From an optimization exercise on the open Yosys and OpenROAD flow, aimed at small area, a short achievable clock period and few clock cycles per item; shortcuts taken in it are not production practice.
The RTL was checked by simulation tests, not by an equivalence proof against the original design.
Power and IR drop assume default switching activity.

==> flow/design.v <==
module SME(clk,reset,chardata,isstring,ispattern,valid,match,match_index);
integer i;
input clk;
input reset;
input [7:0] chardata;
input isstring;
input ispattern;
output reg match;
output reg [4:0] match_index;
output reg valid;
reg  [6:0]  s [0:31];
reg  [31:0] v;
reg  [31:0] D;
reg  [4:0]  q;
reg  [1:0]  Xh;       
reg  [2:0]  Xl;       
reg  [3:0]  Hgt;      
reg  [3:0]  Heq;      
reg  [7:0]  Lge;      
reg         isstring_R, ispattern_R, pwc;
wire [6:0] c         = chardata[6:0];
wire       newstring = isstring & ~isstring_R;
wire       isdot     = (c == 7'h2E);
wire       isdollar  = (c == 7'h24);
wire       iscaret   = (c == 7'h5E);
wire       init      = ~ispattern_R | pwc;    
function [15:0] xtab;    
	input [4:0] x;
	integer k;
	begin
		for (k = 0; k < 4; k = k + 1) begin
			xtab[k] = (k > x[4:3]);
			xtab[4 + k] = (k == x[4:3]);
		end
		for (k = 0; k < 8; k = k + 1) begin
			xtab[8 + k] = (k >= x[2:0]);
		end
	end
endfunction
wire [31:0] first, sp, M, Dn;
genvar g;
generate
for (g = 0; g < 32; g = g + 1) begin : pos
	localparam integer N = (g + 1) % 32;
	assign first[g] = (q == (g + 31) % 32);
	assign sp[g]    = ~s[g][6] & ~|s[g][4:0];
	assign M[g]     = v[g] & (isdot | (s[g] == c));
	assign Dn[g]    = isdollar ? (D[g] & (~v[N] | sp[N] | first[N]))
	                           : (M[N] & (init ? (~pwc | first[N] | sp[g]) : (D[g] & ~first[N])));
end
endgenerate
wire       match_n;
wire [4:0] index_n;
SME_result result (.D(D), .Hgt(Hgt), .Heq(Heq), .Lge(Lge), .Xh(Xh), .Xl(Xl),
                   .match(match_n), .index(index_n));
always @(posedge clk) begin
	for (i = 0; i < 31; i = i + 1)
		s[i] <= s[i+1];
	s[31] <= isstring ? c : s[0];
	v <= {isstring | v[0], v[31:1] & {31{~newstring}}};
	q <= newstring ? 5'd30 : q - 5'd1;
	if (init) begin
		Xh <= q[4:3];
		Xl <= q[2:0];
		{Lge, Heq, Hgt} <= xtab(q);
	end
	pwc <= ispattern & iscaret;
	isstring_R <= isstring;
	ispattern_R <= ispattern;
	D <= Dn;
	match <= match_n;
	match_index <= index_n;
	valid <= ~reset & ispattern_R & ~ispattern;
end
endmodule
module SME_result(D, Hgt, Heq, Lge, Xh, Xl, match, index);
input  [31:0] D;
input  [3:0]  Hgt;
input  [3:0]  Heq;
input  [7:0]  Lge;
input  [1:0]  Xh;
input  [2:0]  Xl;
output        match;
output [4:0]  index;
wire [31:0] G, hi;
genvar g;
generate
for (g = 0; g < 32; g = g + 1) begin : pos
	assign G[g] = Hgt[g / 8] | (Heq[g / 8] & Lge[g % 8]);
end
endgenerate
assign hi = D & G;
function [5:0] pe32;    
	input [31:0] x;
	reg [15:0] a1; reg [15:0] i1;           
	reg [7:0]  a2; reg [15:0] i2;           
	reg [3:0]  a3; reg [11:0] i3;           
	reg [1:0]  a4; reg [7:0]  i4;
	integer k;
	begin
		for (k = 0; k < 16; k = k + 1) begin
			a1[k] = x[2*k] | x[2*k+1];
			i1[k] = ~x[2*k];
		end
		for (k = 0; k < 8; k = k + 1) begin
			a2[k] = a1[2*k] | a1[2*k+1];
			i2[2*k +: 2] = a1[2*k] ? {1'b0, i1[2*k]} : {1'b1, i1[2*k+1]};
		end
		for (k = 0; k < 4; k = k + 1) begin
			a3[k] = a2[2*k] | a2[2*k+1];
			i3[3*k +: 3] = a2[2*k] ? {1'b0, i2[4*k +: 2]} : {1'b1, i2[4*k+2 +: 2]};
		end
		for (k = 0; k < 2; k = k + 1) begin
			a4[k] = a3[2*k] | a3[2*k+1];
			i4[4*k +: 4] = a3[2*k] ? {1'b0, i3[6*k +: 3]} : {1'b1, i3[6*k+3 +: 3]};
		end
		pe32 = {a4[0] | a4[1], a4[0] ? {1'b0, i4[3:0]} : {1'b1, i4[7:4]}};
	end
endfunction
wire [5:0] pH = pe32(hi);
wire [5:0] pA = pe32(D);
wire [4:0] J  = pH[5] ? pH[4:0] : pA[4:0];
reg  [23:0] LT;       
integer i;
always @* for (i = 0; i < 8; i = i + 1) LT[3*i +: 3] = i - Xl;
wire [2:0] lo = LT[3*J[2:0] +: 3];
wire       br = ~Lge[J[2:0]];
wire [1:0] h0 = J[4:3] - Xh;
wire [1:0] h1 = J[4:3] - Xh - 2'd1;
assign match = pA[5];
assign index = {br ? h1 : h0, lo};
endmodule
==> flow/flow/run.sh <==
#!/bin/bash
set -euo pipefail
here=$(pwd)
dont_use=$(tr -s ' \n' ' ' < "$here/flow/dont_use.txt")
bash "$here/standard.sh" "DONT_USE_CELLS=$dont_use" finish > "$here/standard.log" 2>&1
==> flow/flow/dont_use.txt <==
 sky130_fd_sc_hd__probe_p_8 sky130_fd_sc_hd__probec_p_8 sky130_fd_sc_hd__lpflow_bleeder_1 sky130_fd_sc_hd__lpflow_clkbufkapwr_1 sky130_fd_sc_hd__lpflow_clkbufkapwr_16 sky130_fd_sc_hd__lpflow_clkbufkapwr_2 sky130_fd_sc_hd__lpflow_clkbufkapwr_4 sky130_fd_sc_hd__lpflow_clkbufkapwr_8 sky130_fd_sc_hd__lpflow_clkinvkapwr_1 sky130_fd_sc_hd__lpflow_clkinvkapwr_16 sky130_fd_sc_hd__lpflow_clkinvkapwr_2 sky130_fd_sc_hd__lpflow_clkinvkapwr_4 sky130_fd_sc_hd__lpflow_clkinvkapwr_8 sky130_fd_sc_hd__lpflow_decapkapwr_12 sky130_fd_sc_hd__lpflow_decapkapwr_3 sky130_fd_sc_hd__lpflow_decapkapwr_4 sky130_fd_sc_hd__lpflow_decapkapwr_6 sky130_fd_sc_hd__lpflow_decapkapwr_8 sky130_fd_sc_hd__lpflow_inputiso0n_1 sky130_fd_sc_hd__lpflow_inputiso0p_1 sky130_fd_sc_hd__lpflow_inputiso1n_1 sky130_fd_sc_hd__lpflow_inputiso1p_1 sky130_fd_sc_hd__lpflow_inputisolatch_1 sky130_fd_sc_hd__lpflow_isobufsrc_1 sky130_fd_sc_hd__lpflow_isobufsrc_16 sky130_fd_sc_hd__lpflow_isobufsrc_2 sky130_fd_sc_hd__lpflow_isobufsrc_4 sky130_fd_sc_hd__lpflow_isobufsrc_8 sky130_fd_sc_hd__lpflow_isobufsrckapwr_16 sky130_fd_sc_hd__lpflow_lsbuf_lh_hl_isowell_tap_1 sky130_fd_sc_hd__lpflow_lsbuf_lh_hl_isowell_tap_2 sky130_fd_sc_hd__lpflow_lsbuf_lh_hl_isowell_tap_4 sky130_fd_sc_hd__lpflow_lsbuf_lh_isowell_4 sky130_fd_sc_hd__lpflow_lsbuf_lh_isowell_tap_1 sky130_fd_sc_hd__lpflow_lsbuf_lh_isowell_tap_2 sky130_fd_sc_hd__lpflow_lsbuf_lh_isowell_tap_4 # # Define fill cells export FILL_CELLS ?= sky130_fd_sc_hd__fill_1 sky130_fd_sc_hd__fill_2 sky130_fd_sc_hd__fill_4 sky130_fd_sc_hd__fill_8   sky130_fd_sc_hd__or3_1 sky130_fd_sc_hd__or3_2 sky130_fd_sc_hd__or3_4 sky130_fd_sc_hd__or3b_1 sky130_fd_sc_hd__or3b_2 sky130_fd_sc_hd__or3b_4 sky130_fd_sc_hd__or4_1 sky130_fd_sc_hd__or4_2 sky130_fd_sc_hd__or4_4 sky130_fd_sc_hd__or4b_1 sky130_fd_sc_hd__or4b_2 sky130_fd_sc_hd__or4b_4 sky130_fd_sc_hd__or4bb_1 sky130_fd_sc_hd__or4bb_2 sky130_fd_sc_hd__or4bb_4 sky130_fd_sc_hd__mux4_1 sky130_fd_sc_hd__mux4_2 sky130_fd_sc_hd__mux4_4 sky130_fd_sc_hd__clkdlybuf4s15_1 sky130_fd_sc_hd__clkdlybuf4s15_2 sky130_fd_sc_hd__clkdlybuf4s18_1 sky130_fd_sc_hd__clkdlybuf4s18_2 sky130_fd_sc_hd__clkdlybuf4s25_1 sky130_fd_sc_hd__clkdlybuf4s25_2 sky130_fd_sc_hd__clkdlybuf4s50_1 sky130_fd_sc_hd__clkdlybuf4s50_2
==> flow/standard.sh <==
#!/bin/bash
# synth_recipe.tcl (not shown) runs the flow's synth.tcl, then flattens the netlist and writes it again
# the make line also repeats each setting of config.mk as NAME=value (left out here)
make -C /OpenROAD-flow-scripts/flow DESIGN_CONFIG=/design/flow/config.mk WORK_HOME=/design/flow/orfs CLKGATE_MAP_FILE= SYNTH_SCRIPT=/design/flow/synth_recipe.tcl "${@:-finish}"
==> flow/config.mk <==
export PLATFORM = sky130hd
export DESIGN_NAME = SME
export DESIGN_NICKNAME = SME
export VERILOG_FILES = /design/flow/design.v
export SDC_FILE = /design/flow/constraint.sdc
export NUM_CORES = 4
export LEC_CHECK = 0
export CAP_MARGIN = 20
export CORE_MARGIN = 2
export CORE_UTILIZATION = 40
export CTS_BUF_LIST = sky130_fd_sc_hd__clkbuf_8 sky130_fd_sc_hd__clkbuf_16
export CTS_CLUSTER_DIAMETER = 60
export CTS_CLUSTER_SIZE = 25
export SETUP_SLACK_MARGIN = 4.6
export SLEW_MARGIN = 20
export SYNTH_HIERARCHICAL = 1
export SYNTH_MINIMUM_KEEP_SIZE = 0
export TNS_END_PERCENT = 5
==> flow/constraint.sdc <==
create_clock -name core_clock -period 7.0 [get_ports {clk}]
set_input_delay 1.4000 -clock core_clock [delete_from_list [all_inputs] [get_ports {clk}]]
set_output_delay 1.4000 -clock core_clock [all_outputs]
set_load 0.01 [all_outputs]
==> results.json, run 1 <==
{
  "synth_common_cells": "dfxtp_1 (303), xor2_1 (130), xnor2_1 (103), nand2_1 (80), nor4_1 (69)",
  "synth_area_leaders": "dfxtp_1 (45%), xor2_1 (8.5%), xnor2_1 (6.8%)",
  "power_density_nw_per_um2": 282.2,
  "cts_tree": "yes",
  "ctsRootBufferMaster": "clkbuf_16",
  "vdd_drop_max_v": 0.0001908,
  "worst_pin_slew_ns": 0.9137,
  "area_growth_pct": 13.47,
  "yosysMostFrequentCell": "dfxtp_1",
  "totalWireLength_um": 34800,
  "grt_pass1_vias": 9613,
  "path_class": "register to register",
  "async_flop_share": 0,
  "setup_ws_ns": 4.364,
  "die_h_um": 186.7,
  "setup_violations": 0,
  "min_period_over_period": 0.3766,
  "htree_num_levels": 1,
  "path_clk_slew_ns": 0.08,
  "hp-class": "register to register",
  "power_w": 0.004275,
  "grt-ovfl-total": 0,
  "holdWs_ns": 0.3609,
  "initial_core_util": 0.4082,
  "clockBufferDepth": 3,
  "crit_required_ns": 7.48,
  "routedWlPerCell_um": 19.80,
  "drive_above_1_share": 0.1315,
  "cts_hold_buffers": 0,
  "yosysSeqAreaShare": 0.4948,
  "relSlewSlack": 0.3908,
  "finClkSkew_ns": 0.02074,
  "outcome": "finished clean",
  "antenna_found_initial": 0,
  "clkSinkCount": 321,
  "met1_length_um": 16560,
  "start_kind": "register",
  "route.vias.total": 9661,
  "io_buffers": 17,
  "firstDrtPassIters": 6,
  "fin_setup_tns_ns": 0,
  "pre_cts_ws_ns": 2.683,
  "synth_top_cell_area_share": 0.4544,
  "rows": 66,
  "syn_inst": 1266,
  "switching_share": 0.2981,
  "final_nets": 1317,
  "finalMaxSlewViolations": 0,
  "track_usage": 0.1960,
  "diodes": 0,
  "power_frac_seq": 0.505,
  "met3_wirelength_um": 1560,
  "rsz0062_at_grt": "true",
  "grt_max_degree": 43,
  "gp_congestion": 0.8410,
  "ys_warn_count": 9,
  "clk_latency_ns": 0.56,
  "ys.flop_type": "dfxtp_1",
  "hold_viol_final": 0,
  "die_width_um": 186.7,
  "fin_crit_ns": 2.636,
  "maxCapViolCount": 0,
  "critPathMaxFanout": 6,
  "die-area_sq_um": 34850,
  "cts_inserted_buffers": 26,
  "p_clk_frac": 0.367,
  "combPwrFrac": 0.127,
  "endpoint_kind": "register",
  "core-area_sq_um": 32700,
  "fmax_mhz": 379.4,
  "yosysTopAreaCell": "dfxtp_1",
  "ios": 19,
  "arrival_ns": 3.12,
  "synthesis.area_sq_um": 13350,
  "highest_layer": "met4",
  "drc": 0,
  "synth_cell_types": 74,
  "met2RoutedLength_um": 15590,
  "switching_power_w": 0.001274,
  "synth-edff-count": 18,
  "grt_pass1_wl_um": 55100,
  "power.leakage_nw": 5.616,
  "via_per_inst": 5.495,
  "internal_power_w": 0.003001,
  "dp_hpwl_um": 22970,
  "drtIter0Drc": 624,
  "synth-seq-cells": 321,
  "synth_area_per_cell_sq_um": 10.55,
  "ant_nets": 0
}
per-module statistics from Yosys (local to each module, per instance):
module	area (sq um)	cells	times used
SME_result	1495	213	1
SME	11860	1053	1
power groups by stage:
stage	Sequential [W]	Clock (W)	Combinational [W]
floorplan	0.00212	0	0.000415
global placement	0.00221	0	0.000470
detailed placement	0.00221	0	0.000476
CTS	0.00216	0.00159	0.000533
global route	0.00218	0.00167	0.000589
finish	0.00216	0.00157	0.000544
sequential cells by signal (all words and copies together), names as in the netlist, 5 cells and up:
register	flops
s	224
D	32
v	32
Lge	7
match_index	5
q	5
logic make-up (layout without fill, tap and decap cells):
group | count (synthesis) | count (layout) | share of synthesized area
AO/OA/AOI/OAI | 269 | 269 | 0.1513
flip-flops | 321 | 321 | 0.4948
AND/OR/NAND/NOR | 315 | 315 | 0.1411
XOR/XNOR | 233 | 233 | 0.1529
buffers and inverters | 100 | 146 | 0.03730
multiplexers | 17 | 17 | 0.01359
adder cells (fa/ha/maj) | 9 | 9 | 0.008435
other | 2 | 6 | 0.0005625
what timing repair did:
item | in CTS | in global routing
buffers inserted | 31 | 6
setup endpoints to repair | 84 | 53
hold endpoints to repair | 0 | 0
resized for setup | 70 | 21
pin swaps | 8 | 9
layout by cell type (no fill, tap or decap), types with 5 or more instances in the layout:
cell type	n
buf_6	10
clkbuf_16	28
clkinv_4	6
inv_1	29
and2_1	33
o21ai_0	21
nor3b_1	31
mux2i_1	7
a22oi_2	5
dfxtp_2	12
a41oi_1	31
a21o_1	16
nand4b_1	14
nand4bb_1	10
edfxtp_1	18
xor2_1	130
o31ai_1	27
xnor2_1	103
buf_1	31
o21a_1	6
dfxtp_1	290
o211ai_1	54
nand4_1	5
a21oi_1	45
buf_2	16
nand3_1	10
mux2_2	8
conb_1	6
nor4_1	65
a21oi_2	5
inv_6	5
nand2_1	77
ha_1	9
nor2_1	24
clkbuf_8	6
final cells by class:
type	instances	area [sq um]
fill	3118	17550
sequential	321	6625
multi-input combinational	849	6480
clock buffer	28	700.7
tap	442	553.0
timing repair buffer	69	449.2
clock inverter	20	231.5
inverter	29	108.9
through the flow:
| step | instance area (sq um) | cells | utilization |
|---|---|---|---|
| 6_report | 15150 | 1758 | 0.4632 |
| 5_1_grt | 15150 | 1758 | 0.4632 |
| 3_5_place_dp | 13700 | 1673 | 0.4188 |
| 4_1_cts | 15040 | 1752 | 0.4600 |
| 3_3_place_gp | 13700 | 1673 | 0.4188 |
| 2_1_floorplan | 13510 | 1270 | - |
routing by layer:
metal | GRT usage | up-vias
met3 | 0.02821 | 64
met4 | 0.07112 | 0
met5 | 0 | -
li1 | - | 4622
met1 | 0.2709 | 4746
met2 | 0.3121 | 229
worst max-delay path, stage by stage, from the launching register on:
cell and delay [ns]:
edfxtp_1 0.53, a21oi_2 0.22, a2bb2oi_2 0.21, nand2_2 0.11
and4bb_4 0.38, mux2i_4 0.25, o21ai_4 0.10, mux2i_1 0.13
mux2_4 0.29, a22oi_2 0.20, xnor2_1 0.13
final timing paths:
| kind | from | end | slack (ns) | depth (start not counted) |
|---|---|---|---|---|
| worst max-delay path | Lge[6] | match_index[4] | 4.36 | 10 |
| worst min-delay path | s[13][5] | s[12][5] | 0.36 | 0 |
| worst max register to register | Lge[6] | match_index[4] | 4.36 | 10 |
| worst min register to register | s[13][5] | s[12][5] | 0.36 | 0 |
Testbench counts, summed over its fixed seeds: cycles 12,684, queries 1,536.
==> inputs of run 2 (changes only) <==
--- a/flow/config.mk
+++ b/flow/config.mk
@@ -17,2 +17,2 @@
 export SYNTH_MINIMUM_KEEP_SIZE = 0
-export TNS_END_PERCENT = 5
+export TNS_END_PERCENT = 15
==> run 2 against run 1 <==
Net effect: area after synthesis stayed put; global-route usage rose by 0.061 points; non-clock buffer count grew 24; largest power group unchanged; highest routed layer unchanged.
==> results.json, run 2 <==
{
  "die_h_um": 186.7,
  "firstDrtPassIters": 5,
  "switching_power_w": 0.001326,
  "grt_pass1_wl_um": 55170,
  "final_cell_area_sq_um": 15470,
  "final_util": 0.4729,
  "layout_commonest_cell": "dfxtp_1",
  "p_clk_frac": 0.375,
  "crit_chain": "buf_1, a21oi_2, a2bb2oi_4, nand2_2, and4bb_4, mux2i_4, o21ai_4, mux2i_1, mux2_4, a22oi_2, xnor2_1",
  "maxCapViolCount": 0,
  "ctsRootBufferMaster": "clkbuf_16",
  "power_frac_seq": 0.498,
  "grt_pass1_vias": 9609,
  "die_width_um": 186.7,
  "internal_power_w": 0.003032,
  "finClkSkew_ns": 0.01846,
  "multi_input_area_sq_um": 6516,
  "routedWlPerCell_um": 19.54,
  "dpl_cell_area_sq_um": 13690,
  "rows": 66,
  "drive_above_1_share": 0.1382,
  "core-area_sq_um": 32700,
  "io_buffers": 17,
  "totalWireLength_um": 34810,
  "clockBufferDepth": 3,
  "start_kind": "register",
  "area_growth_pct": 15.85,
  "endpoint_kind": "register",
  "finalMaxSlewViolations": 0,
  "ys.flop_type": "dfxtp_1",
  "mostFrequentLayoutCells": "dfxtp_1 (293), xor2_1 (130), xnor2_1 (103), nand2_1 (77), nor4_1 (65)",
  "max_stage_delay_ns": 0.47,
  "track_usage": 0.1966,
  "crit_slowest_cell": "edfxtp_1",
  "power_density_nw_per_um2": 281.8,
  "synth-seq-cells": 321,
  "arrival_ns": 3.18,
  "drtIter0Drc": 655,
  "relSlewSlack": 0.3340,
  "synth_area_leaders": "dfxtp_1 (45%), xor2_1 (8.5%), xnor2_1 (6.8%)",
  "power.leakage_nw": 5.787,
  "cpLargestDelayFamily": "compound AO/OA/AOI/OAI gates",
  "path_clk_slew_ns": 0.09,
  "syn_inst": 1266,
  "path_class": "register to register",
  "ios": 19,
  "regArea_sq_um": 6624,
  "fillers": 3052,
  "initial_core_util": 0.4082,
  "async_flop_share": 0,
  "setup_violations": 0,
  "outcome": "finished clean",
  "worst_pin_slew_ns": 0.9991,
  "route.vias.total": 9658,
  "vdd_drop_max_v": 0.0002326,
  "dp_hpwl_um": 22870,
  "die-area_sq_um": 34850,
  "ant_nets": 0,
  "fmax_mhz": 369.5,
  "antenna_found_initial": 0,
  "final_nets": 1341,
  "drc": 0,
  "diodes": 0,
  "combPwrFrac": 0.127,
  "synth_cell_types": 74,
  "grt-ovfl-total": 0,
  "synth_common_cells": "dfxtp_1 (303), xor2_1 (130), xnor2_1 (103), nand2_1 (80), nor4_1 (69)",
  "fin_setup_tns_ns": 0,
  "rsz0062_at_grt": "true",
  "yosysTopAreaCell": "dfxtp_1",
  "gp_congestion": 0.8660,
  "ys_warn_count": 9,
  "synthesis.area_sq_um": 13350,
  "synth-edff-count": 18,
  "cts_inserted_buffers": 26,
  "hp-class": "register to register",
  "critPathMaxFanout": 6,
  "synth_area_per_cell_sq_um": 10.55,
  "htree_num_levels": 1,
  "via_per_inst": 5.423,
  "clkSinkCount": 321,
  "synth_top_cell_area_share": 0.4544,
  "hold_viol_final": 0,
  "regMostFlops": "s",
  "critPathBufInv": 1,
  "crit_required_ns": 7.47,
  "yosysSeqAreaShare": 0.4948,
  "switching_share": 0.3043,
  "grt_max_degree": 43,
  "min_period_over_period": 0.3866,
  "fin_crit_ns": 2.706,
  "yosysMostFrequentCell": "dfxtp_1",
  "cts_tree": "yes",
  "reg_top3": "s: 224 flops, D: 32 flops, v: 32 flops",
  "clk_latency_ns": 0.55,
  "largest_reg_flops": 224
}
==> run 2: cell counts after synthesis <==
No cell type changed its count.
==> run 2: cell families (layout without fill, tap and decap cells) <==
logic type               count (synthesis)  after routing  synth area share
flip-flops                             321            321            0.4948
AND/OR/NAND/NOR                        315            315            0.1411
AO/OA/AOI/OAI                          269            269            0.1513
XOR/XNOR                               233            233            0.1529
buffers and inverters                  100            169           0.03730
multiplexers                            17             17           0.01359
adder cells (fa/ha/maj)                  9              9          0.008435
other                                    2              6         0.0005625
==> run 2: what timing repair did <==
item / CTS / global route
pin swaps: 18 / 20
cloned: 0 / 1
buffers inserted: 43 / 17
endpoints found under the setup margin: 80 / 78
resized for setup: 81 / 45
hold buffers: 0 / 0
==> run 2: final cells by class <==
class / count / share of cell area
Clock inverter: 19 / 0.01990
Multi-Input combinational cell: 849 / 0.4213
Tap cell: 442 / 0.03576
Inverter: 29 / 0.007038
Timing Repair Buffer: 93 / 0.04312
Clock buffer: 28 / 0.04458
Sequential cell: 321 / 0.4283
==> run 2: layer usage <==
| layer | wire, um | vias up | global-route usage | share of wire |
|---|---|---|---|---|
| met5 | 0 | - | 0 | 0 |
| met4 | 877 | 0 | 0.05891 | 0.025 |
| met3 | 1552 | 53 | 0.02840 | 0.045 |
| met2 | 15590 | 233 | 0.3154 | 0.45 |
| met1 | 16790 | 4720 | 0.2746 | 0.48 |
| li1 | - | 4652 | - | - |
==> run 2: modules after synthesis (local to each module, per instance) <==
module,flip-flops and latches,copies in the design,cells inside,area [sq um]
SME,321,1,1053,11860
SME_result,0,1,213,1495
==> run 2: final timing paths <==
check / startpoint / endpoint / slack [ns] / depth (start not counted)
worst min-delay path: s[30][5] / s[29][5] / 0.35 / 0
worst min register to register: s[30][5] / s[29][5] / 0.35 / 0
worst max-delay path: Hgt[2] / match_index[4] / 4.29 / 11
worst max register to register: Hgt[2] / match_index[4] / 4.29 / 11
==> run 2: power by group through the flow <==
| stage | clock, W | sequential, W | combinational [W] |
|---|---|---|---|
| floorplan | 0 | 0.00212 | 0.000415 |
| global placement | 0 | 0.00222 | 0.000460 |
| detailed placement | 0 | 0.00222 | 0.000468 |
| CTS | 0.00166 | 0.00217 | 0.000528 |
| global route | 0.00174 | 0.00219 | 0.000598 |
| finish | 0.00163 | 0.00217 | 0.000553 |
==> run 2: stage by stage <==
| step | power [W] | hold slack, ns | cells | setup slack [ns] |
|---|---|---|---|---|
| 2_1_floorplan | 0.002538 | 0.3499 | 1270 | 4.473 |
| 3_3_place_gp | 0.002680 | 0.3554 | 1673 | 2.586 |
| 3_5_place_dp | 0.002688 | 0.3579 | 1673 | 2.572 |
| 4_1_cts | 0.004361 | 0.3566 | 1763 | 4.323 |
| 5_1_grt | 0.004523 | 0.3610 | 1781 | 4.203 |
| 6_report | 0.004358 | 0.3527 | 1781 | 4.294 |
==> inputs of run 3 (changes only) <==
==> flow/flow/dont_use.txt (replaced) <==
 sky130_fd_sc_hd__probe_p_8 sky130_fd_sc_hd__probec_p_8 sky130_fd_sc_hd__lpflow_bleeder_1 sky130_fd_sc_hd__lpflow_clkbufkapwr_1 sky130_fd_sc_hd__lpflow_clkbufkapwr_16 sky130_fd_sc_hd__lpflow_clkbufkapwr_2 sky130_fd_sc_hd__lpflow_clkbufkapwr_4 sky130_fd_sc_hd__lpflow_clkbufkapwr_8 sky130_fd_sc_hd__lpflow_clkinvkapwr_1 sky130_fd_sc_hd__lpflow_clkinvkapwr_16 sky130_fd_sc_hd__lpflow_clkinvkapwr_2 sky130_fd_sc_hd__lpflow_clkinvkapwr_4 sky130_fd_sc_hd__lpflow_clkinvkapwr_8 sky130_fd_sc_hd__lpflow_decapkapwr_12 sky130_fd_sc_hd__lpflow_decapkapwr_3 sky130_fd_sc_hd__lpflow_decapkapwr_4 sky130_fd_sc_hd__lpflow_decapkapwr_6 sky130_fd_sc_hd__lpflow_decapkapwr_8 sky130_fd_sc_hd__lpflow_inputiso0n_1 sky130_fd_sc_hd__lpflow_inputiso0p_1 sky130_fd_sc_hd__lpflow_inputiso1n_1 sky130_fd_sc_hd__lpflow_inputiso1p_1 sky130_fd_sc_hd__lpflow_inputisolatch_1 sky130_fd_sc_hd__lpflow_isobufsrc_1 sky130_fd_sc_hd__lpflow_isobufsrc_16 sky130_fd_sc_hd__lpflow_isobufsrc_2 sky130_fd_sc_hd__lpflow_isobufsrc_4 sky130_fd_sc_hd__lpflow_isobufsrc_8 sky130_fd_sc_hd__lpflow_isobufsrckapwr_16 sky130_fd_sc_hd__lpflow_lsbuf_lh_hl_isowell_tap_1 sky130_fd_sc_hd__lpflow_lsbuf_lh_hl_isowell_tap_2 sky130_fd_sc_hd__lpflow_lsbuf_lh_hl_isowell_tap_4 sky130_fd_sc_hd__lpflow_lsbuf_lh_isowell_4 sky130_fd_sc_hd__lpflow_lsbuf_lh_isowell_tap_1 sky130_fd_sc_hd__lpflow_lsbuf_lh_isowell_tap_2 sky130_fd_sc_hd__lpflow_lsbuf_lh_isowell_tap_4 # # Define fill cells export FILL_CELLS ?= sky130_fd_sc_hd__fill_1 sky130_fd_sc_hd__fill_2 sky130_fd_sc_hd__fill_4 sky130_fd_sc_hd__fill_8   sky130_fd_sc_hd__or3_1 sky130_fd_sc_hd__or3_2 sky130_fd_sc_hd__or3_4 sky130_fd_sc_hd__or3b_1 sky130_fd_sc_hd__or3b_2 sky130_fd_sc_hd__or3b_4 sky130_fd_sc_hd__or4_1 sky130_fd_sc_hd__or4_2 sky130_fd_sc_hd__or4_4 sky130_fd_sc_hd__or4b_1 sky130_fd_sc_hd__or4b_2 sky130_fd_sc_hd__or4b_4 sky130_fd_sc_hd__or4bb_1 sky130_fd_sc_hd__or4bb_2 sky130_fd_sc_hd__or4bb_4 sky130_fd_sc_hd__mux4_1 sky130_fd_sc_hd__mux4_2 sky130_fd_sc_hd__mux4_4 sky130_fd_sc_hd__clkdlybuf4s15_1 sky130_fd_sc_hd__clkdlybuf4s15_2 sky130_fd_sc_hd__clkdlybuf4s18_1 sky130_fd_sc_hd__clkdlybuf4s18_2 sky130_fd_sc_hd__clkdlybuf4s25_1 sky130_fd_sc_hd__clkdlybuf4s25_2 sky130_fd_sc_hd__clkdlybuf4s50_1 sky130_fd_sc_hd__clkdlybuf4s50_2
 sky130_fd_sc_hd__buf_1 sky130_fd_sc_hd__clkbuf_1
--- a/flow/config.mk
+++ b/flow/config.mk
@@ -17,2 +17,2 @@
 export SYNTH_MINIMUM_KEEP_SIZE = 0
-export TNS_END_PERCENT = 15
+export TNS_END_PERCENT = 5
==> run 3 against run 2 <==
Net effect: the run now fails in synthesis.
==> results.json, run 3 <==
{
  "outcome": "stopped before the end",
  "haltStage": "synthesis",
  "error_line": "ERROR: TCL interpreter returned an error: ABC_DRIVER_CELL names sky130_fd_sc_hd__buf_1, which is on DONT_USE_CELLS. ABC reads the library without the cells on that lis...",
  "ys_warn_count": 3
}
==> inputs of run 4 (changes only) <==
==> flow/flow/dont_use.txt (replaced) <==
 sky130_fd_sc_hd__probe_p_8 sky130_fd_sc_hd__probec_p_8 sky130_fd_sc_hd__lpflow_bleeder_1 sky130_fd_sc_hd__lpflow_clkbufkapwr_1 sky130_fd_sc_hd__lpflow_clkbufkapwr_16 sky130_fd_sc_hd__lpflow_clkbufkapwr_2 sky130_fd_sc_hd__lpflow_clkbufkapwr_4 sky130_fd_sc_hd__lpflow_clkbufkapwr_8 sky130_fd_sc_hd__lpflow_clkinvkapwr_1 sky130_fd_sc_hd__lpflow_clkinvkapwr_16 sky130_fd_sc_hd__lpflow_clkinvkapwr_2 sky130_fd_sc_hd__lpflow_clkinvkapwr_4 sky130_fd_sc_hd__lpflow_clkinvkapwr_8 sky130_fd_sc_hd__lpflow_decapkapwr_12 sky130_fd_sc_hd__lpflow_decapkapwr_3 sky130_fd_sc_hd__lpflow_decapkapwr_4 sky130_fd_sc_hd__lpflow_decapkapwr_6 sky130_fd_sc_hd__lpflow_decapkapwr_8 sky130_fd_sc_hd__lpflow_inputiso0n_1 sky130_fd_sc_hd__lpflow_inputiso0p_1 sky130_fd_sc_hd__lpflow_inputiso1n_1 sky130_fd_sc_hd__lpflow_inputiso1p_1 sky130_fd_sc_hd__lpflow_inputisolatch_1 sky130_fd_sc_hd__lpflow_isobufsrc_1 sky130_fd_sc_hd__lpflow_isobufsrc_16 sky130_fd_sc_hd__lpflow_isobufsrc_2 sky130_fd_sc_hd__lpflow_isobufsrc_4 sky130_fd_sc_hd__lpflow_isobufsrc_8 sky130_fd_sc_hd__lpflow_isobufsrckapwr_16 sky130_fd_sc_hd__lpflow_lsbuf_lh_hl_isowell_tap_1 sky130_fd_sc_hd__lpflow_lsbuf_lh_hl_isowell_tap_2 sky130_fd_sc_hd__lpflow_lsbuf_lh_hl_isowell_tap_4 sky130_fd_sc_hd__lpflow_lsbuf_lh_isowell_4 sky130_fd_sc_hd__lpflow_lsbuf_lh_isowell_tap_1 sky130_fd_sc_hd__lpflow_lsbuf_lh_isowell_tap_2 sky130_fd_sc_hd__lpflow_lsbuf_lh_isowell_tap_4 # # Define fill cells export FILL_CELLS ?= sky130_fd_sc_hd__fill_1 sky130_fd_sc_hd__fill_2 sky130_fd_sc_hd__fill_4 sky130_fd_sc_hd__fill_8   sky130_fd_sc_hd__or3_1 sky130_fd_sc_hd__or3_2 sky130_fd_sc_hd__or3_4 sky130_fd_sc_hd__or3b_1 sky130_fd_sc_hd__or3b_2 sky130_fd_sc_hd__or3b_4 sky130_fd_sc_hd__or4_1 sky130_fd_sc_hd__or4_2 sky130_fd_sc_hd__or4_4 sky130_fd_sc_hd__or4b_1 sky130_fd_sc_hd__or4b_2 sky130_fd_sc_hd__or4b_4 sky130_fd_sc_hd__or4bb_1 sky130_fd_sc_hd__or4bb_2 sky130_fd_sc_hd__or4bb_4 sky130_fd_sc_hd__mux4_1 sky130_fd_sc_hd__mux4_2 sky130_fd_sc_hd__mux4_4 sky130_fd_sc_hd__clkdlybuf4s15_1 sky130_fd_sc_hd__clkdlybuf4s15_2 sky130_fd_sc_hd__clkdlybuf4s18_1 sky130_fd_sc_hd__clkdlybuf4s18_2 sky130_fd_sc_hd__clkdlybuf4s25_1 sky130_fd_sc_hd__clkdlybuf4s25_2 sky130_fd_sc_hd__clkdlybuf4s50_1 sky130_fd_sc_hd__clkdlybuf4s50_2
--- a/flow/config.mk
+++ b/flow/config.mk
@@ -10,5 +10,3 @@
 export CORE_UTILIZATION = 40
-export CTS_BUF_LIST = sky130_fd_sc_hd__clkbuf_8 sky130_fd_sc_hd__clkbuf_16
-export CTS_CLUSTER_DIAMETER = 60
-export CTS_CLUSTER_SIZE = 25
+export CTS_BUF_LIST = sky130_fd_sc_hd__clkbuf_4 sky130_fd_sc_hd__clkbuf_8
 export SETUP_SLACK_MARGIN = 4.6
==> run 4 against run 3 <==
Net effect: now clean on timing, DRC and antenna.
==> results.json, run 4 <==
{
  "outcome": "finished clean",
  "pre_cts_ws_ns": 2.683,
  "crit_end": "v[1]",
  "switching_power_w": 0.001217,
  "path_class": "input pin to register",
  "ant_nets": 0,
  "power_w": 0.004477,
  "antenna_found_initial": 0,
  "yosysMostFrequentCell": "dfxtp_1",
  "synth_area_per_cell_sq_um": 10.55,
  "routedWlPerCell_um": 19.55,
  "vdd_drop_max_v": 0.0001308,
  "htree_num_levels": 2,
  "drtIter0Drc": 638,
  "die-area_sq_um": 34850,
  "dpl_cell_area_sq_um": 13700,
  "synth_cell_types": 74,
  "path_clk_slew_ns": 0.06,
  "drive_above_1_share": 0.1589,
  "worst_pin_slew_ns": 0.9267,
  "io_buffers": 17,
  "power.leakage_nw": 5.769,
  "worst_path_most_repeated_cell": "buf_1",
  "yosysTopAreaCell": "dfxtp_1",
  "internal_power_w": 0.003260,
  "cpLargestDelayFamily": "buffers and inverters",
  "die_h_um": 186.7,
  "grt-ovfl-total": 0,
  "yosysSeqAreaShare": 0.4948,
  "track_usage": 0.1983,
  "ctsRootBufferMaster": "clkbuf_8",
  "p_clk_frac": 0.396,
  "ys.flop_type": "dfxtp_1",
  "clk_latency_ns": 0.58,
  "critPathMaxFanout": 23,
  "final_nets": 1343,
  "finClkSkew_ns": 0.01560,
  "drc": 0,
  "firstDrtPassIters": 6,
  "synth-adder-area-share": 0.008435,
  "synthesis.area_sq_um": 13350,
  "regMostFlops": "s",
  "route.vias.total": 9792,
  "ios": 19,
  "maxCapViolCount": 0,
  "power_density_nw_per_um2": 291.6,
  "hp-class": "register to register",
  "setup_violations": 0,
  "ys_warn_count": 9,
  "layout_commonest_cell": "dfxtp_1",
  "gp_congestion": 0.8410,
  "r2r-end": "match_index[4]",
  "hold_viol_final": 0,
  "start_kind": "input pin",
  "max_stage_delay_ns": 0.47,
  "ff2ff_path_depth": 10,
  "fin_crit_ns": 2.617,
  "reg_top3": "s: 224 flops, D: 32 flops, v: 32 flops",
  "muxShareOfSynthArea": 0.01359,
  "mostFrequentLayoutCells": "dfxtp_1 (289), xor2_1 (130), xnor2_1 (103), nand2_1 (77), clkbuf_8 (69)",
  "cts_inserted_buffers": 52,
  "cts_tree": "yes",
  "dp_hpwl_um": 22970,
  "cts_hold_buffers": 0,
  "synth_top_family_by_area": "XOR/XNOR gates",
  "largest_reg_flops": 224,
  "path_depth": 4,
  "final_util": 0.4694,
  "grt_pass1_vias": 9897,
  "finalMaxSlewViolations": 0,
  "fin_setup_tns_ns": 0,
  "endpoint_kind": "register",
  "rsz0062_at_grt": "true",
  "synth_common_cells": "dfxtp_1 (303), xor2_1 (130), xnor2_1 (103), nand2_1 (80), nor4_1 (69)",
  "grt_max_degree": 43,
  "arrival_ns": 3.08,
  "final_cell_area_sq_um": 15350,
  "core-area_sq_um": 32700,
  "relSlewSlack": 0.3822,
  "via_per_inst": 5.437,
  "crit_chain": "buf_1, nand2b_2, buf_1, and2_1",
  "setup_ws_ns": 4.383,
  "clockBufferDepth": 3,
  "synth-seq-cells": 321,
  "synth-edff-count": 18,
  "critPathBufInv": 2,
  "clkSinkCount": 321,
  "async_flop_share": 0,
  "r2r_slack_ns": 4.39,
  "min_period_over_period": 0.3738,
  "reg2reg_from": "Lge[2]",
  "synth_top_cell_area_share": 0.4544,
  "syn_inst": 1266,
  "combPwrFrac": 0.121,
  "initial_core_util": 0.4082,
  "die_width_um": 186.7,
  "area_growth_pct": 14.99,
  "grt_pass1_wl_um": 55600,
  "rows": 66,
  "totalWireLength_um": 35210,
  "crit_required_ns": 7.46,
  "power_frac_seq": 0.483,
  "fmax_mhz": 382.2,
  "diodes": 0,
  "synth_simple_gate_area_share": 0.1411,
  "crit_start": "isstring",
  "synth_area_leaders": "dfxtp_1 (45%), xor2_1 (8.5%), xnor2_1 (6.8%)",
  "synthXorXnorAreaFrac": 0.1529,
  "switching_share": 0.2719,
  "crit_slowest_cell": "buf_1",
  "synth_compound_area_frac": 0.1513
}
==> run 4: how the worst min path moves through the flow <==
stage | from | to | slack [ns] | depth (start not counted)
after floorplan | s[1][5] | s[0][5] | 0.35 | 0
after CTS | s[30][5] | s[29][5] | 0.37 | 0
after global placement | s[25][5] | s[24][5] | 0.36 | 0
after global routing | s[30][5] | s[29][5] | 0.37 | 0
final | s[28][5] | s[27][5] | 0.36 | 0
after detailed placement | s[25][5] | s[24][5] | 0.36 | 0
==> run 4: power by group through the flow <==
stage	clock (W)	sequential, W	combinational [W]
final	0.00177	0.00216	0.000543
after floorplan	0	0.00212	0.000415
after global placement	0	0.00221	0.000470
after global routing	0.00188	0.00218	0.000590
after detailed placement	0	0.00221	0.000476
after CTS	0.00180	0.00216	0.000532
==> run 4: repair_timing <==
action                     in CTS  in global routing
gates resized for setup        69                 20
setup endpoints to repair      82                 56
pin swaps                       9                  8
buffers inserted               29                  8
gates cloned                    0                  0
==> run 4: per-layer routing <==
layer / wire length, um / up-vias / track usage
li1: - / 4663 / -
met1: 16650 / 4811 / 0.2678
met2: 15710 / 246 / 0.3130
met3: 1705 / 72 / 0.03461
met4: 1141 / 0 / 0.08364
met5: 0 / - / 0
==> run 4: cell families after synthesis <==
kind of cell | count (synthesis)
xor+xnor | 233
fa+ha+maj | 9
mux | 17
other cells | 2
simple gates | 315
flops | 321
compound gates | 269
buf+inv | 100
==> run 4: per-stage QoR <==
| stage | hold WS [ns] | instances |
|---|---|---|
| final | 0.3610 | 1801 |
| after global routing | 0.3724 | 1801 |
| after CTS | 0.3657 | 1793 |
| after detailed placement | 0.3563 | 1673 |
| after global placement | 0.3551 | 1673 |
| after floorplan | 0.3499 | 1270 |
==> run 4: final cells by class <==
cell class / count / area, sq um
fillers: 3105 / 17350
flip-flops and latches: 321 / 6626
multi-input cells: 849 / 6469
clock buffers: 77 / 972.2
well taps: 442 / 553.0
repair buffers: 69 / 445.4
clock inverters: 14 / 176.4
inverters: 29 / 108.9
==> run 4: modules after synthesis (local to each module, per instance) <==
module | cells inside | cell area (sq um) | times used
SME | 1053 | 11860 | 1
SME_result | 213 | 1495 | 1
==> run 4: worst reg2reg max path, cell delays in order (launching register included) <==
cell,delay [ns]
edfxtp_1,0.53
a22o_1,0.27
a22oi_2,0.19
and2_4,0.18
and4bb_4,0.27
mux2i_4,0.25
o21ai_4,0.10
mux2i_1,0.13
mux2_4,0.29
a22oi_2,0.20
xnor2_1,0.13
==> inputs of run 5 (changes only) <==
--- a/flow/config.mk
+++ b/flow/config.mk
@@ -10,3 +10,5 @@
 export CORE_UTILIZATION = 40
-export CTS_BUF_LIST = sky130_fd_sc_hd__clkbuf_4 sky130_fd_sc_hd__clkbuf_8
+export CTS_BUF_LIST = sky130_fd_sc_hd__clkbuf_16
+export CTS_CLUSTER_DIAMETER = 90
+export CTS_CLUSTER_SIZE = 28
 export SETUP_SLACK_MARGIN = 4.6
==> run 5 against run 4 <==
Net effect: clock skew up 0.0054 ns; combinational power down 1%; first-iteration DRC count up 2.8%; final area down 4.6%; routed wire length down 2.9%; via count down 2.7%; still clean; critical endpoint is now match_index[4]; die area unchanged; non-clock buffer count down 2; highest routed layer unchanged; hold slack worse by 0.00069 ns.
==> results.json, run 5 <==
{
  "outcome": "finished clean",
  "layout_commonest_cell": "dfxtp_1",
  "synth_area_leaders": "dfxtp_1 (45%), xor2_1 (8.5%), xnor2_1 (6.8%)",
  "start_kind": "register",
  "ys_warn_count": 9,
  "synth_cell_types": 74,
  "async_flop_share": 0,
  "synthesis.area_sq_um": 13350,
  "finClkSkew_ns": 0.02096,
  "power_frac_seq": 0.575,
  "core-area_sq_um": 32700,
  "yosysSeqAreaShare": 0.4948,
  "switching_power_w": 0.001085,
  "vdd_drop_max_v": 0.0001315,
  "ios": 19,
  "power_density_nw_per_um2": 256.9,
  "critPathBufInv": 1,
  "routedWlPerCell_um": 19.76,
  "synth_top_cell_area_share": 0.4544,
  "pre_cts_ws_ns": 2.683,
  "drive_above_1_share": 0.1079,
  "yosysTopAreaCell": "dfxtp_1",
  "worst_pin_slew_ns": 0.9059,
  "synth-edff-count": 18,
  "die_width_um": 186.7,
  "final_cell_area_sq_um": 14640,
  "regMostFlops": "s",
  "path_clk_slew_ns": 0.11,
  "area_growth_pct": 9.690,
  "ys.flop_type": "dfxtp_1",
  "internal_power_w": 0.002677,
  "r2r_slack_ns": 4.34,
  "min_period_over_period": 0.3802,
  "synth-seq-cells": 321,
  "grt_use_met2": 0.3074,
  "power_w": 0.003762,
  "clockBufferDepth": 3,
  "fin_crit_ns": 2.661,
  "antenna_found_initial": 0,
  "switching_share": 0.2885,
  "dp_hpwl_um": 22970,
  "grt-ovfl-total": 0,
  "htree_num_levels": 1,
  "yosysMostFrequentCell": "dfxtp_1",
  "setup_violations": 0,
  "route.vias.total": 9527,
  "synth_area_per_cell_sq_um": 10.55,
  "max_stage_delay_ns": 0.46,
  "crit_required_ns": 7.44,
  "combPwrFrac": 0.142,
  "cpLargestDelayFamily": "compound AO/OA/AOI/OAI gates",
  "grt_pass1_wl_um": 53990,
  "clkSinkCount": 321,
  "cts_tree": "yes",
  "syn_inst": 1266,
  "endpoint_kind": "register",
  "arrival_ns": 3.10,
  "final_nets": 1305,
  "ff2ff_path_depth": 11,
  "grt_pass1_vias": 9475,
  "p_clk_frac": 0.283,
  "rows": 66,
  "firstDrtPassIters": 5,
  "via_per_inst": 5.504,
  "finalMaxSlewViolations": 0,
  "die_h_um": 186.7,
  "reg_top3": "s: 224 flops, D: 32 flops, v: 32 flops",
  "cts_inserted_buffers": 16,
  "top_usage_layer": "met2",
  "gp_congestion": 0.8410,
  "drtIter0Drc": 656,
  "use_met3": 0.02313,
  "crit_end": "match_index[4]",
  "crit_slowest_cell": "edfxtp_1",
  "die-area_sq_um": 34850,
  "maxCapViolCount": 0,
  "r2r-end": "match_index[4]",
  "path_class": "register to register",
  "track_usage": 0.1916,
  "hold_viol_final": 0,
  "setup_ws_ns": 4.339,
  "totalWireLength_um": 34200,
  "clk_latency_ns": 0.51,
  "relSlewSlack": 0.3960,
  "hp-class": "register to register",
  "crit_chain": "buf_4, a21o_1, a22oi_1, nand3_1, o21a_1, o31a_2, o21ai_4, mux2i_1, mux2_2, a22oi_2, xnor2_1",
  "synth_common_cells": "dfxtp_1 (303), xor2_1 (130), xnor2_1 (103), nand2_1 (80), nor4_1 (69)",
  "ctsRootBufferMaster": "clkbuf_16",
  "dpl_cell_area_sq_um": 13700,
  "largest_reg_flops": 224,
  "grtUsageMet1": 0.2671,
  "grt_max_degree": 43,
  "initial_core_util": 0.4082,
  "crit_start": "Hgt[1]",
  "reg2reg_from": "Hgt[1]",
  "mostFrequentLayoutCells": "dfxtp_1 (293), xor2_1 (130), xnor2_1 (103), nand2_1 (77), nor4_1 (65)",
  "drc": 0,
  "io_buffers": 17,
  "ant_nets": 0,
  "fmax_mhz": 375.7,
  "final_util": 0.4478,
  "fillers": 3156,
  "critPathMaxFanout": 7,
  "rsz0062_at_grt": "true",
  "path_depth": 11,
  "power.leakage_nw": 5.396,
  "fin_setup_tns_ns": 0
}
-- run 5: cells by family after synthesis --
logic type / Yosys count / share of synthesized area
AND/OR/NAND/NOR: 315 / 0.1411
multiplexers: 17 / 0.01359
flip-flops: 321 / 0.4948
AO/OA/AOI/OAI: 269 / 0.1513
buffers and inverters: 100 / 0.03730
other: 2 / 0.0005625
adder cells (fa/ha/maj): 9 / 0.008435
XOR/XNOR: 233 / 0.1529
-- run 5: worst min path at each step --
stage	startpoint	to	slack, ns	cells after the start
2_1_floorplan	s[1][5]	s[0][5]	0.35	0
3_3_place_gp	s[25][5]	s[24][5]	0.36	0
3_5_place_dp	s[25][5]	s[24][5]	0.36	0
4_1_cts	s[8][5]	s[7][5]	0.37	0
5_1_grt	s[8][5]	s[7][5]	0.36	0
6_report	s[8][5]	s[7][5]	0.36	0
-- run 5: layer usage --
layer	share of wire	routed length (um)
met2	0.45	15240
met4	0.026	894
met5	0	0
met1	0.49	16640
met3	0.041	1418
-- run 5: power groups by stage --
stage / Sequential (W) / Combinational, W / Clock (W)
3_3_place_gp: 0.00221 / 0.000470 / 0
3_5_place_dp: 0.00221 / 0.000476 / 0
2_1_floorplan: 0.00212 / 0.000415 / 0
4_1_cts: 0.00217 / 0.000504 / 0.00109
5_1_grt: 0.00218 / 0.000583 / 0.00115
6_report: 0.00216 / 0.000536 / 0.00106
-- run 5: cell type report --
type                            count  area, sq um  share of cell area
Tap cell                          442        553.0             0.03776
Clock buffer                       17        425.4             0.02905
Clock inverter                      5        55.05            0.003759
Antenna cell                        1        2.502           0.0001709
Sequential cell                   321         6621              0.4522
Timing Repair Buffer               67        432.9             0.02956
Inverter                           29        108.9            0.007433
Multi-Input combinational cell    849         6445              0.4401
-- run 5: per-stage QoR --
step / hold WS [ns] / cells
final: 0.3603 / 1731
after global routing: 0.3628 / 1730
after CTS: 0.3656 / 1711
after detailed placement: 0.3563 / 1673
after global placement: 0.3551 / 1673
after floorplan: 0.3499 / 1270
-- run 5: timing repair --
item | in CTS | in global routing
pin swaps | 4 | 8
hold buffers | 0 | 0
gates resized for setup | 68 | 14
buffers inserted | 16 | 19
endpoints found under the setup margin | 77 | 55
-- run 5: Yosys stat by module, one instance, submodules excluded --
module | times used | flops+latches | cells inside | cell area [sq um]
SME_result | 1 | 0 | 213 | 1495
SME | 1 | 321 | 1053 | 11860
==> inputs of run 6 (changes only) <==
--- a/flow/config.mk
+++ b/flow/config.mk
@@ -9,3 +9,3 @@
 export CORE_MARGIN = 2
-export CORE_UTILIZATION = 40
+export CORE_UTILIZATION = 55
 export CTS_BUF_LIST = sky130_fd_sc_hd__clkbuf_16
@@ -13,2 +13,3 @@
 export CTS_CLUSTER_SIZE = 28
+export PLACE_DENSITY = 0.7
 export SETUP_SLACK_MARGIN = 4.6
==> run 6 against run 5 <==
Net effect: die area is 27% lower; via count is 0.66% higher; non-clock buffer count is 18 higher; still clean on timing, DRC and antenna; maximum frequency hardly changed.
==> results.json, run 6 <==
{
  "dp_cells": 1555,
  "reg_top3": "s: 224 flops, D: 32 flops, v: 32 flops",
  "outcome": "finished clean",
  "regMostFlops": "s",
  "crit_required_ns": 7.44,
  "endpoint_kind": "register",
  "grt_pass1_wl_um": 52210,
  "yosysMostFrequentCell": "dfxtp_1",
  "hold_depth": 0,
  "synth-seq-cells": 321,
  "cts_inserted_buffers": 15,
  "synth_cell_types": 74,
  "yosysTopAreaCell": "dfxtp_1",
  "ff2ff_path_depth": 13,
  "critPathMaxFanout": 5,
  "synth_area_per_cell_sq_um": 10.55,
  "hp-class": "register to register",
  "worst_pin_slew_ns": 0.9303,
  "start_kind": "register",
  "largest_reg_flops": 224,
  "hp-start": "s[2][5]",
  "drc": 0,
  "initial_core_util": 0.5538,
  "rows": 57,
  "ys_warn_count": 9,
  "ctsRootBufferMaster": "clkbuf_16",
  "holdPathEnd": "s[1][5]",
  "fmax_mhz": 376.1,
  "htree_num_levels": 1,
  "io_buffers": 17,
  "synth_common_cells": "dfxtp_1 (303), xor2_1 (130), xnor2_1 (103), nand2_1 (80), nor4_1 (69)",
  "core-area_sq_um": 24110,
  "ys.flop_type": "dfxtp_1",
  "min_period_over_period": 0.3799,
  "track_usage": 0.2526,
  "gp_congestion": 0.8750,
  "grt_pass1_vias": 9391,
  "path_clk_slew_ns": 0.11,
  "fillers": 2049,
  "via_per_inst": 5.887,
  "switching_share": 0.2821,
  "power_frac_seq": 0.594,
  "clkSinkCount": 321,
  "arrival_ns": 3.10,
  "finalMaxSlewViolations": 0,
  "yosysSeqAreaShare": 0.4948,
  "relSlewSlack": 0.3798,
  "totalWireLength_um": 32720,
  "route.vias.total": 9590,
  "clockBufferDepth": 3,
  "use_met3": 0.03429,
  "die_width_um": 159.8,
  "grt_use_met2": 0.4109,
  "drive_above_1_share": 0.1149,
  "die-area_sq_um": 25540,
  "maxCapViolCount": 0,
  "r2r_slack_ns": 4.34,
  "p_clk_frac": 0.261,
  "final_nets": 1323,
  "power.leakage_nw": 5.429,
  "cts_hold_buffers": 0,
  "ios": 19,
  "area_growth_pct": 9.569,
  "synth_top_cell_area_share": 0.4544,
  "grt_max_degree": 43,
  "internal_power_w": 0.002623,
  "synth_area_leaders": "dfxtp_1 (45%), xor2_1 (8.5%), xnor2_1 (6.8%)",
  "cts_tree": "yes",
  "fin_crit_ns": 2.659,
  "synth-edff-count": 18,
  "ant_nets": 0,
  "hold_viol_final": 0,
  "antenna_found_initial": 0,
  "switching_power_w": 0.001031,
  "setup_violations": 0,
  "combPwrFrac": 0.145,
  "power_density_nw_per_um2": 249.7,
  "final_cell_area_sq_um": 14630,
  "drtIter0Drc": 783,
  "mostFrequentLayoutCells": "dfxtp_1 (292), xor2_1 (130), xnor2_1 (103), nand2_1 (75), nor4_1 (65)",
  "syn_inst": 1266,
  "synthesis.area_sq_um": 13350,
  "die_h_um": 159.8,
  "firstDrtPassIters": 6,
  "rsz0062_at_grt": "true",
  "finClkSkew_ns": 0.01837,
  "dp_hpwl_um": 22110,
  "path_class": "register to register",
  "r2r-end": "match_index[4]",
  "dpl_cell_area_sq_um": 13560,
  "finalNonFillerCells": 1629,
  "clk_latency_ns": 0.50,
  "vdd_drop_max_v": 0.0001820,
  "reg2reg_from": "Hgt[1]",
  "diodes": 0,
  "routedWlPerCell_um": 20.09,
  "grt-ovfl-total": 0,
  "grtUsageMet1": 0.3590,
  "holdWs_ns": 0.3613,
  "fin_setup_tns_ns": 0,
  "async_flop_share": 0,
  "layout_commonest_cell": "dfxtp_1",
  "top_usage_layer": "met2"
}
-- run 6: worst max path at each step --
stage / startpoint / cells past startpoint / to / slack, ns
3_3_place_gp: chardata[3] / 6 / D[4] / 2.84
6_report: Hgt[1] / 13 / match_index[4] / 4.34
5_1_grt: Hgt[1] / 13 / match_index[4] / 4.21
2_1_floorplan: chardata[6] / 7 / D[0] / 4.47
4_1_cts: Lge[5] / 10 / match_index[4] / 4.43
3_5_place_dp: chardata[3] / 6 / D[4] / 2.73
-- run 6: critical path, stage by stage (launching register included) --
cell and delay (ns):
edfxtp_1 0.42, buf_6 0.15, buf_2 0.13, clkbuf_2 0.12, a21oi_2 0.16, o22ai_2 0.10
and2b_2 0.27, nand2_2 0.07, o31a_2 0.36, o21ai_4 0.11, mux2i_1 0.12, mux2_4 0.29
a22oi_2 0.17, xnor2_1 0.13
-- run 6: logic make-up (layout without fill, tap and decap cells) --
group | Yosys count | in the layout | synth area share
buffers and inverters | 100 | 134 | 0.03730
xor gates and xnor gates | 233 | 233 | 0.1529
muxes | 17 | 17 | 0.01359
DFF | 321 | 321 | 0.4948
and+or+nand+nor | 315 | 316 | 0.1411
adders and majority gates | 9 | 9 | 0.008435
AOI/OAI and AO/OA | 269 | 269 | 0.1513
other | 2 | 6 | 0.0005625
-- run 6: stage by stage --
stage,util,total power [W],setup WS [ns]
4_1_cts,0.6029,0.003649,4.427
3_5_place_dp,0.5625,0.002675,2.734
2_1_floorplan,-,0.002538,4.473
3_3_place_gp,0.5617,0.002662,2.835
5_1_grt,0.6068,0.003796,4.214
6_report,0.6068,0.003653,4.341
-- run 6: metal layers --
metal | up-vias | part of all wire
li1 | 4588 | -
met5 | - | 0
met4 | 0 | 0.018
met2 | 256 | 0.46
met1 | 4698 | 0.47
met3 | 48 | 0.051
-- run 6: per-module statistics from Yosys (local to each module, per instance) --
module	cell area, sq um	cells inside
SME_result	1495	213
SME	11860	1053
-- run 6: what timing repair did --
item                                    CTS  global route
endpoints found under the setup margin   56            57
buffers inserted                         49             4
resized for setup                        90            16
pin swaps                                26             5
cloned                                    1             0
-- run 6: layout make-up --
| cell class | count | area (sq um) | area share |
|---|---|---|---|
| Clock buffer | 15 | 375.4 | 0.02566 |
| Clock inverter | 5 | 25.02 | 0.001711 |
| Inverter | 29 | 108.9 | 0.007442 |
| Multi-Input combinational cell | 850 | 6538 | 0.4469 |
| Sequential cell | 321 | 6625 | 0.4529 |
| Tap cell | 324 | 405.4 | 0.02771 |
| Timing Repair Buffer | 85 | 550.5 | 0.03764 |
-- run 6: power by group through the flow --
stage / logic, W / registers (W) / clock network (W)
floorplan: 0.000415 / 0.00212 / 0
global placement: 0.000438 / 0.00222 / 0
detailed placement: 0.000448 / 0.00223 / 0
CTS: 0.000509 / 0.00217 / 0.000969
global route: 0.000572 / 0.00219 / 0.00103
finish: 0.000530 / 0.00217 / 0.000953
==> inputs of run 7 (changes only) <==
--- a/flow/config.mk
+++ b/flow/config.mk
@@ -9,3 +9,3 @@
 export CORE_MARGIN = 2
-export CORE_UTILIZATION = 55
+export CORE_UTILIZATION = 40
 export CTS_BUF_LIST = sky130_fd_sc_hd__clkbuf_16
@@ -13,4 +13,3 @@
 export CTS_CLUSTER_SIZE = 28
-export PLACE_DENSITY = 0.7
-export SETUP_SLACK_MARGIN = 4.6
+export SETUP_SLACK_MARGIN = 4.9
 export SLEW_MARGIN = 20
==> run 7 against run 6 <==
Net effect: critical path depth down 3; clock skew increased by 0.019 ns; routed wire length is 16% higher; synthesized cell count unchanged; register-to-register slack worse by 0.04 ns; non-clock buffer count is 40 higher; cell count is 9.9% higher; clock power up 13%; area after synthesis unchanged; die area rose by 36%; critical endpoint unchanged; via count is 3.4% higher; hold slack worse by 0.0015 ns.
==> results.json, run 7 <==
{
  "drtIter0Drc": 797,
  "crit_chain": "nor2b_1, o21ai_0, a221oi_1, o32ai_4, mux2i_4, o21ai_4, mux2i_1, mux2_4, a22oi_2, xnor2_1",
  "clockBufferDepth": 3,
  "diodes": 0,
  "max_stage_delay_ns": 0.58,
  "power.leakage_nw": 5.734,
  "finalNonFillerCells": 1790,
  "ff2ff_path_depth": 10,
  "synth-seq-cells": 321,
  "die_width_um": 186.7,
  "crit_start": "D[7]",
  "yosysTopAreaCell": "dfxtp_1",
  "gp_congestion": 0.8714,
  "fmax_mhz": 370.6,
  "hp-class": "register to register",
  "final_nets": 1363,
  "synth_area_per_cell_sq_um": 10.55,
  "cts_tree": "yes",
  "htree_num_levels": 1,
  "synth_cell_types": 74,
  "antenna_found_initial": 0,
  "maxCapViolCount": 0,
  "finalMaxSlewViolations": 0,
  "fin_setup_tns_ns": 0,
  "hold_viol_final": 0,
  "route.vias.total": 9919,
  "path_class": "register to register",
  "rsz0062_at_grt": "true",
  "synth-edff-count": 18,
  "synth_common_cells": "dfxtp_1 (303), xor2_1 (130), xnor2_1 (103), nand2_1 (80), nor4_1 (69)",
  "vdd_drop_max_v": 0.0001837,
  "ant_nets": 0,
  "async_flop_share": 0,
  "yosysMostFrequentCell": "dfxtp_1",
  "reg_top3": "s: 224 flops, D: 32 flops, v: 32 flops",
  "io_buffers": 17,
  "layout_commonest_cell": "dfxtp_1",
  "synth_top_cell_area_share": 0.4544,
  "crit_required_ns": 7.43,
  "r2r_slack_ns": 4.30,
  "endpoint_kind": "register",
  "die-area_sq_um": 34850,
  "r2r-end": "match_index[4]",
  "totalWireLength_um": 38050,
  "crit_slowest_cell": "dfxtp_1",
  "grt_max_degree": 43,
  "relSlewSlack": 0.4070,
  "routedWlPerCell_um": 21.26,
  "die_h_um": 186.7,
  "firstDrtPassIters": 5,
  "cts_inserted_buffers": 16,
  "regMostFlops": "s",
  "path_depth": 10,
  "critPathMaxFanout": 6,
  "clk_latency_ns": 0.53,
  "yosysSeqAreaShare": 0.4948,
  "fin_crit_ns": 2.699,
  "holdWs_ns": 0.3598,
  "critPathBufInv": 0,
  "synthesis.area_sq_um": 13350,
  "grt_pass1_wl_um": 58910,
  "largest_reg_flops": 224,
  "grt-ovfl-total": 0,
  "worst_pin_slew_ns": 0.8895,
  "drc": 0,
  "start_kind": "register",
  "finClkSkew_ns": 0.03726,
  "reg2reg_from": "D[7]",
  "ctsRootBufferMaster": "clkbuf_16",
  "synth_area_leaders": "dfxtp_1 (45%), xor2_1 (8.5%), xnor2_1 (6.8%)",
  "ys.flop_type": "dfxtp_1",
  "setup_violations": 0,
  "ios": 19,
  "initial_core_util": 0.4082,
  "path_clk_slew_ns": 0.11,
  "cpLargestDelayFamily": "compound AO/OA/AOI/OAI gates",
  "crit_end": "match_index[4]",
  "track_usage": 0.2147,
  "dp_hpwl_um": 23180,
  "core-area_sq_um": 32700,
  "clkSinkCount": 321,
  "dp_cells": 1673,
  "arrival_ns": 3.13,
  "area_growth_pct": 15.94,
  "ys_warn_count": 9,
  "outcome": "finished clean",
  "via_per_inst": 5.541,
  "drive_above_1_share": 0.1350,
  "cts_hold_buffers": 0,
  "power_density_nw_per_um2": 247.4,
  "mostFrequentLayoutCells": "dfxtp_1 (292), xor2_1 (129), xnor2_1 (103), nand2_1 (77), nor4_1 (62)",
  "fillers": 3086,
  "syn_inst": 1266,
  "min_period_over_period": 0.3855,
  "rows": 66,
  "grt_pass1_vias": 9913
}
-- run 7: area by class of cell --
class	count	area, sq um	area share
clock buffer	17	425.4	0.02748
clock inverter	7	67.56	0.004365
inverter	29	108.9	0.007033
multi-input combinational	849	6541	0.4226
sequential	321	6633	0.4285
tap	442	553.0	0.03573
timing repair buffer	125	1150	0.07429
-- run 7: cell families after synthesis --
group	Yosys count	synth area share
flip-flops	321	0.4948
AO/OA/AOI/OAI	269	0.1513
AND/OR/NAND/NOR	315	0.1411
other	2	0.0005625
adder cells (fa/ha/maj)	9	0.008435
multiplexers	17	0.01359
XOR/XNOR	233	0.1529
buffers and inverters	100	0.03730
-- run 7: worst min path at each step --
stage / startpoint / end / cells past startpoint
6_report: s[24][5] / s[23][5] / 0
5_1_grt: s[31][5] / s[30][5] / 0
4_1_cts: s[24][5] / s[23][5] / 0
3_5_place_dp: s[20][5] / s[19][5] / 0
3_3_place_gp: s[22][5] / s[21][5] / 0
2_1_floorplan: s[1][5] / s[0][5] / 0
-- run 7: per-layer routing --
layer	share of wire	up-vias	track usage
met1	0.46	4892	0.2895
met5	0	-	0
met4	0.039	0	0.08272
met2	0.45	261	0.3469
met3	0.046	79	0.03273
li1	-	4687	-
-- run 7: Yosys stat by module (local to each module, per instance) --
| module | flops+latches | times used | cells inside |
|---|---|---|---|
| SME_result | 0 | 1 | 213 |
| SME | 321 | 1 | 1053 |
-- run 7: metrics by stage --
step,worst slack (ns),total power (W),util,area (sq um)
final,4.301,0.003829,0.4733,15480
after global routing,4.230,0.003962,0.4733,15480
after CTS,4.363,0.003816,0.4685,15320
after detailed placement,2.548,0.002690,0.4187,13690
after global placement,2.597,0.002681,0.4187,13690
after floorplan,4.473,0.002538,-,13510
-- run 7: timing repair --
| action | CTS | global route |
|---|---|---|
| endpoints found under the hold margin | 0 | 0 |
| gates resized for setup | 127 | 20 |
| endpoints found under the setup margin | 100 | 94 |
| gates cloned | 10 | 0 |
| buffers inserted | 66 | 17 |
| pin swaps | 27 | 12 |
-- run 7: where the power goes --
| group | internal [W] | switching, W |
|---|---|---|
| Combinational | 0.000261 | 0.000328 |
| Sequential | 0.00199 | 0.000175 |
| Clock | 0.000457 | 0.000619 |
| Total | 0.00271 | 0.00112 |
-- run 7: worst register-to-register path, delay by kind of cell, from the launching register on --
| family | cells | cell delay, ns |
|---|---|---|
| compound gates | 5 | 1.10 |
| xor+xnor | 1 | 0.13 |
| flops | 1 | 0.58 |
| mux | 3 | 0.62 |
| simple gates | 1 | 0.18 |
==> inputs of run 8 (changes only) <==
--- a/flow/config.mk
+++ b/flow/config.mk
@@ -13,3 +13,3 @@
 export CTS_CLUSTER_SIZE = 28
-export SETUP_SLACK_MARGIN = 4.9
+export SETUP_SLACK_MARGIN = 4.3
 export SLEW_MARGIN = 20
==> run 8 against run 7 <==
Net effect: via count down 2.4%; combinational power down 4.4%; final area down 4.1%; maximum frequency down 3.9%.
==> results.json, run 8 <==
{
  "drive_above_1_share": 0.1267,
  "relSlewSlack": 0.2975,
  "setup_violations": 0,
  "grt-ovfl-total": 0,
  "dp_hpwl_um": 22950,
  "regMostFlops": "s",
  "multi_input_area_sq_um": 6578,
  "path_class": "input pin to register",
  "drc": 0,
  "synthesis.area_sq_um": 13350,
  "largest_reg_flops": 224,
  "yosysMostFrequentCell": "dfxtp_1",
  "grt_pass1_wl_um": 53360,
  "ys_warn_count": 9,
  "outcome": "finished clean",
  "power_w": 0.003791,
  "synth-seq-cells": 321,
  "synth_common_cells": "dfxtp_1 (303), xor2_1 (130), xnor2_1 (103), nand2_1 (80), nor4_1 (69)",
  "synth_top_cell_area_share": 0.4544,
  "syn_inst": 1266,
  "diodes": 0,
  "min_period_over_period": 0.4011,
  "vdd_drop_max_v": 0.0002219,
  "path_clk_slew_ns": 0.11,
  "area_growth_pct": 11.20,
  "final_nets": 1328,
  "ios": 19,
  "ant_nets": 0,
  "cpLargestDelayFamily": "buffers and inverters",
  "die_width_um": 186.7,
  "maxCapViolCount": 0,
  "track_usage": 0.1898,
  "firstDrtPassIters": 6,
  "route.vias.total": 9678,
  "synth_cell_types": 74,
  "grt_max_degree": 43,
  "crit_required_ns": 7.43,
  "cts_inserted_buffers": 16,
  "fillers": 3121,
  "grt_pass1_vias": 9382,
  "synth_area_leaders": "dfxtp_1 (45%), xor2_1 (8.5%), xnor2_1 (6.8%)",
  "ys.flop_type": "dfxtp_1",
  "hold_viol_final": 0,
  "max_stage_delay_ns": 0.46,
  "critPathBufInv": 2,
  "die-area_sq_um": 34850,
  "rsz0062_at_grt": "true",
  "fmax_mhz": 356.2,
  "via_per_inst": 5.524
}
==> run 8: kinds of logic (layout without fill, tap and decap cells) <==
family / after synthesis / after routing / share of synthesized area
buf+inv: 100 / 140 / 0.03730
mux: 17 / 17 / 0.01359
simple gates: 315 / 315 / 0.1411
xor+xnor: 233 / 233 / 0.1529
other cells: 2 / 6 / 0.0005625
flops: 321 / 321 / 0.4948
compound gates: 269 / 269 / 0.1513
fa+ha+maj: 9 / 9 / 0.008435
==> run 8: final timing paths <==
check                            startpoint  endpoint  slack, ns  cells after the start
worst max register to register         q[3]      D[3]       4.25                      6
worst min register to register      s[3][5]   s[2][5]       0.36                      0
worst max-delay path            chardata[3]      D[4]       4.19                      6
worst min-delay path                s[3][5]   s[2][5]       0.36                      0
==> run 8: final cells by class <==
| class | count | share of cell area |
|---|---|---|
| multi-input combinational | 849 | 0.4431 |
| tap | 442 | 0.03725 |
| timing repair buffer | 90 | 0.03405 |
| clock inverter | 4 | 0.003371 |
| inverter | 29 | 0.007332 |
| clock buffer | 17 | 0.02866 |
| sequential | 321 | 0.4463 |
==> run 8: timing repair <==
| item | CTS | global route |
|---|---|---|
| setup endpoints to repair | 52 | 73 |
| setup buffers | 13 | 45 |
| pin swaps | 1 | 26 |
| gates resized for setup | 30 | 74 |
==> run 8: power breakdown <==
group          switching, W  leakage [nW]  internal [W]  total, W
sequential         0.000180          2.70       0.00199   0.00217
combinational      0.000318          2.54      0.000244  0.000563
clock              0.000604         0.235      0.000455   0.00106
==> run 8: per-module statistics from Yosys, one instance, submodules excluded <==
module	cells inside	copies in the design	cell area, sq um
SME	1053	1	11860
SME_result	213	1	1495
==> run 8: per-layer routing <==
layer  track usage  vias up
li1              -     4620
met1        0.2801     4761
met2        0.3037      262
met3       0.02050       35
met4       0.03053        0
met5             0        -
==> run 8: worst reg2reg max path: stages (launching register included) <==
cell and delay [ns]:
dfxtp_1 0.83, buf_1 0.85, or2_2 0.30, inv_1 0.11, nand3_1 0.15, a21oi_1 0.11
o41ai_2 0.34
==> run 8: stage by stage <==
| stage | cells | util | worst slack (ns) | instance area (sq um) | hold WS (ns) |
|---|---|---|---|---|---|
| finish | 1752 | 0.4540 | 4.192 | 14850 | 0.3650 |
| floorplan | 1270 | - | 4.389 | 13370 | 0.3499 |
| global placement | 1673 | 0.4181 | 2.693 | 13670 | 0.3548 |
| detailed placement | 1673 | 0.4181 | 2.636 | 13670 | 0.3565 |
| CTS | 1707 | 0.4373 | 4.218 | 14300 | 0.3672 |
| global route | 1752 | 0.4540 | 4.109 | 14850 | 0.3722 |

Re-timed with assumed drivers on the ports (clkbuf_16 on the clock, buf_2 on other inputs), run 8 has 4.218 ns of setup slack against 4.192 ns with ideal ports, and 3.659 ns once port delays also move by the mid clock arrival of 0.558 ns.
